Context: an optimization exercise on an open-source flow, tuned for small area and a short achievable clock period. The choices shown serve that exercise and are no tape-out recipe. RTL that was checked went through simulation tests only; none was proved equivalent to the original.

==> module hd_calcu_4m, before the edit <==
module hd_calcu_4m(input [15:0] a,
                   output [4:0] hd
                  );
  wire c0, s0, c1, s1, c2, s2, c3, s3, c4, s4, c5, s5, c6, s6, c7, s7, c8, s8, c9, s9, c10, s10, c11, s11, c12, s12, c13, s13, c14, s14;
  ham_fa f0 (a[0], a[10], a[11], c0, s0);
  ham_fa f1 (a[12], a[13], a[14], c1, s1);
  ham_fa f2 (a[15], a[1], a[2], c2, s2);
  ham_fa f3 (a[3], a[4], a[5], c3, s3);
  ham_fa f4 (a[6], a[7], a[8], c4, s4);
  ham_fa f5 (a[9], s0, s1, c5, s5);
  ham_fa f6 (s2, s3, s4, c6, s6);
  ham_ha h7 (s5, s6, c7, s7);
  ham_fa f8 (c0, c1, c2, c8, s8);
  ham_fa f9 (c3, c4, c5, c9, s9);
  ham_fa f10 (c6, s8, c7, c10, s10);
  ham_ha h11 (s9, s10, c11, s11);
  ham_fa f12 (c8, c9, c10, c12, s12);
  ham_ha h13 (c11, s12, c13, s13);
  ham_ha h14 (c12, c13, c14, s14);
  assign hd[0] = s7;
  assign hd[1] = s11;
  assign hd[2] = s13;
  assign hd[3] = s14;
  assign hd[4] = c14;
endmodule
export LEC_CHECK = 0
export CAP_MARGIN = 20
export CORE_MARGIN = 2
export CORE_UTILIZATION = 40
export SETUP_SLACK_MARGIN = 5
export SLEW_MARGIN = 20
create_clock -name core_clock -period 12.5 [get_ports {clk}]
standard.sh (not shown) runs the stock make flow with config.mk's settings and CLKGATE_MAP_FILE= SYNTH_SCRIPT=/design/flow/synth_recipe.tcl, a recipe that flattens the netlist after the stock synthesis.
==> flow/flow/run.sh <==
#!/bin/bash
set -euo pipefail
export BUFFER_PORTS_ARGS="-buffer_cell sky130_fd_sc_hd__buf_1"
bash standard.sh > standard.log 2>&1
==> next run, changes <==
--- a/flow/design.v
+++ b/flow/design.v
@@ -1,27 +1,24 @@
 module hd_calcu_4m(input [15:0] a,
                    output [4:0] hd
                   );
-  wire c0, s0, c1, s1, c2, s2, c3, s3, c4, s4, c5, s5, c6, s6, c7, s7, c8, s8, c9, s9, c10, s10, c11, s11, c12, s12, c13, s13, c14, s14;
-  ham_fa f0 (a[0], a[10], a[11], c0, s0);
-  ham_fa f1 (a[12], a[13], a[14], c1, s1);
-  ham_fa f2 (a[15], a[1], a[2], c2, s2);
-  ham_fa f3 (a[3], a[4], a[5], c3, s3);
-  ham_fa f4 (a[6], a[7], a[8], c4, s4);
-  ham_fa f5 (a[9], s0, s1, c5, s5);
-  ham_fa f6 (s2, s3, s4, c6, s6);
-  ham_ha h7 (s5, s6, c7, s7);
-  ham_fa f8 (c0, c1, c2, c8, s8);
-  ham_fa f9 (c3, c4, c5, c9, s9);
-  ham_fa f10 (c6, s8, c7, c10, s10);
-  ham_ha h11 (s9, s10, c11, s11);
-  ham_fa f12 (c8, c9, c10, c12, s12);
-  ham_ha h13 (c11, s12, c13, s13);
-  ham_ha h14 (c12, c13, c14, s14);
-  assign hd[0] = s7;
-  assign hd[1] = s11;
-  assign hd[2] = s13;
-  assign hd[3] = s14;
-  assign hd[4] = c14;
+  wire [4:0] s1, c1;
+  wire [1:0] s2, c2;
+  wire t, u, t2, u2, t3, u3, u4, h, v, y, y2;
+  ham_fa f0 (a[0],  a[1],  a[2],  c1[0], s1[0]);
+  ham_fa f1 (a[3],  a[4],  a[5],  c1[1], s1[1]);
+  ham_fa f2 (a[6],  a[7],  a[8],  c1[2], s1[2]);
+  ham_fa f3 (a[9],  a[10], a[11], c1[3], s1[3]);
+  ham_fa f4 (a[12], a[13], a[14], c1[4], s1[4]);
+  ham_fa f5 (s1[0], s1[1], s1[2], c2[0], s2[0]);
+  ham_fa f6 (s1[3], s1[4], a[15], c2[1], s2[1]);
+  ham_ha h0 (s2[0], s2[1], h, hd[0]);
+  ham_fa f7 (c1[0], c1[1], c1[2], u,  t);
+  ham_fa f8 (t,     c1[3], c1[4], u2, t2);
+  ham_fa f9 (t2,    c2[0], c2[1], u3, t3);
+  ham_ha h1 (t3,    h,            u4, hd[1]);
+  ham_fa f10 (u, u2, u3, y, v);
+  ham_ha h2 (v, u4, y2, hd[2]);
+  ham_ha h3 (y, y2, hd[4], hd[3]);
 endmodule
 module ham_fa(input a, input b, input c, output co, output s);
   assign s  = a ^ b ^ c;
Non-clock buffer count went up by 23.
Area after synthesis went up by 3.2%.
Sequential cell count stays the same.
Wire length went up by 12%.
Final cell count went up by about 4.6%.
Function not checked in the first run of this note: the RTL went through the layout flow alone.

what the ideal ports hide:
In the flow no input, the clock included, has a driving cell. The finished layouts below were timed again as built, in two steps. Step 1 sets driving cells, clkbuf_16 on the clock port and buf_2 on the other inputs (assumed; they add their load-dependent delay and slew). Step 2 also shifts input and output timing later by t, the mid clock arrival at the registers, as if the neighbouring blocks saw the same clock. a / b / c = ideal ports / drivers / drivers and shift; a / b = the first two.
run	t (ns)	setup slack, ns	latest minus earliest clock arrival (ns)	slew at the worst register clock pin (ns)
the first run	0.312	5.179 / 5.191 / 4.878	0.006 / 0.007	0.06 / 0.06
the second run	0.321	5.161 / 5.175 / 4.855	0.007 / 0.007	0.06 / 0.06
After both steps setup and hold are still met in every run listed. The setup slack of the second run, which loses most, moves by +0.014 ns with the drivers and by -0.306 ns with both steps.
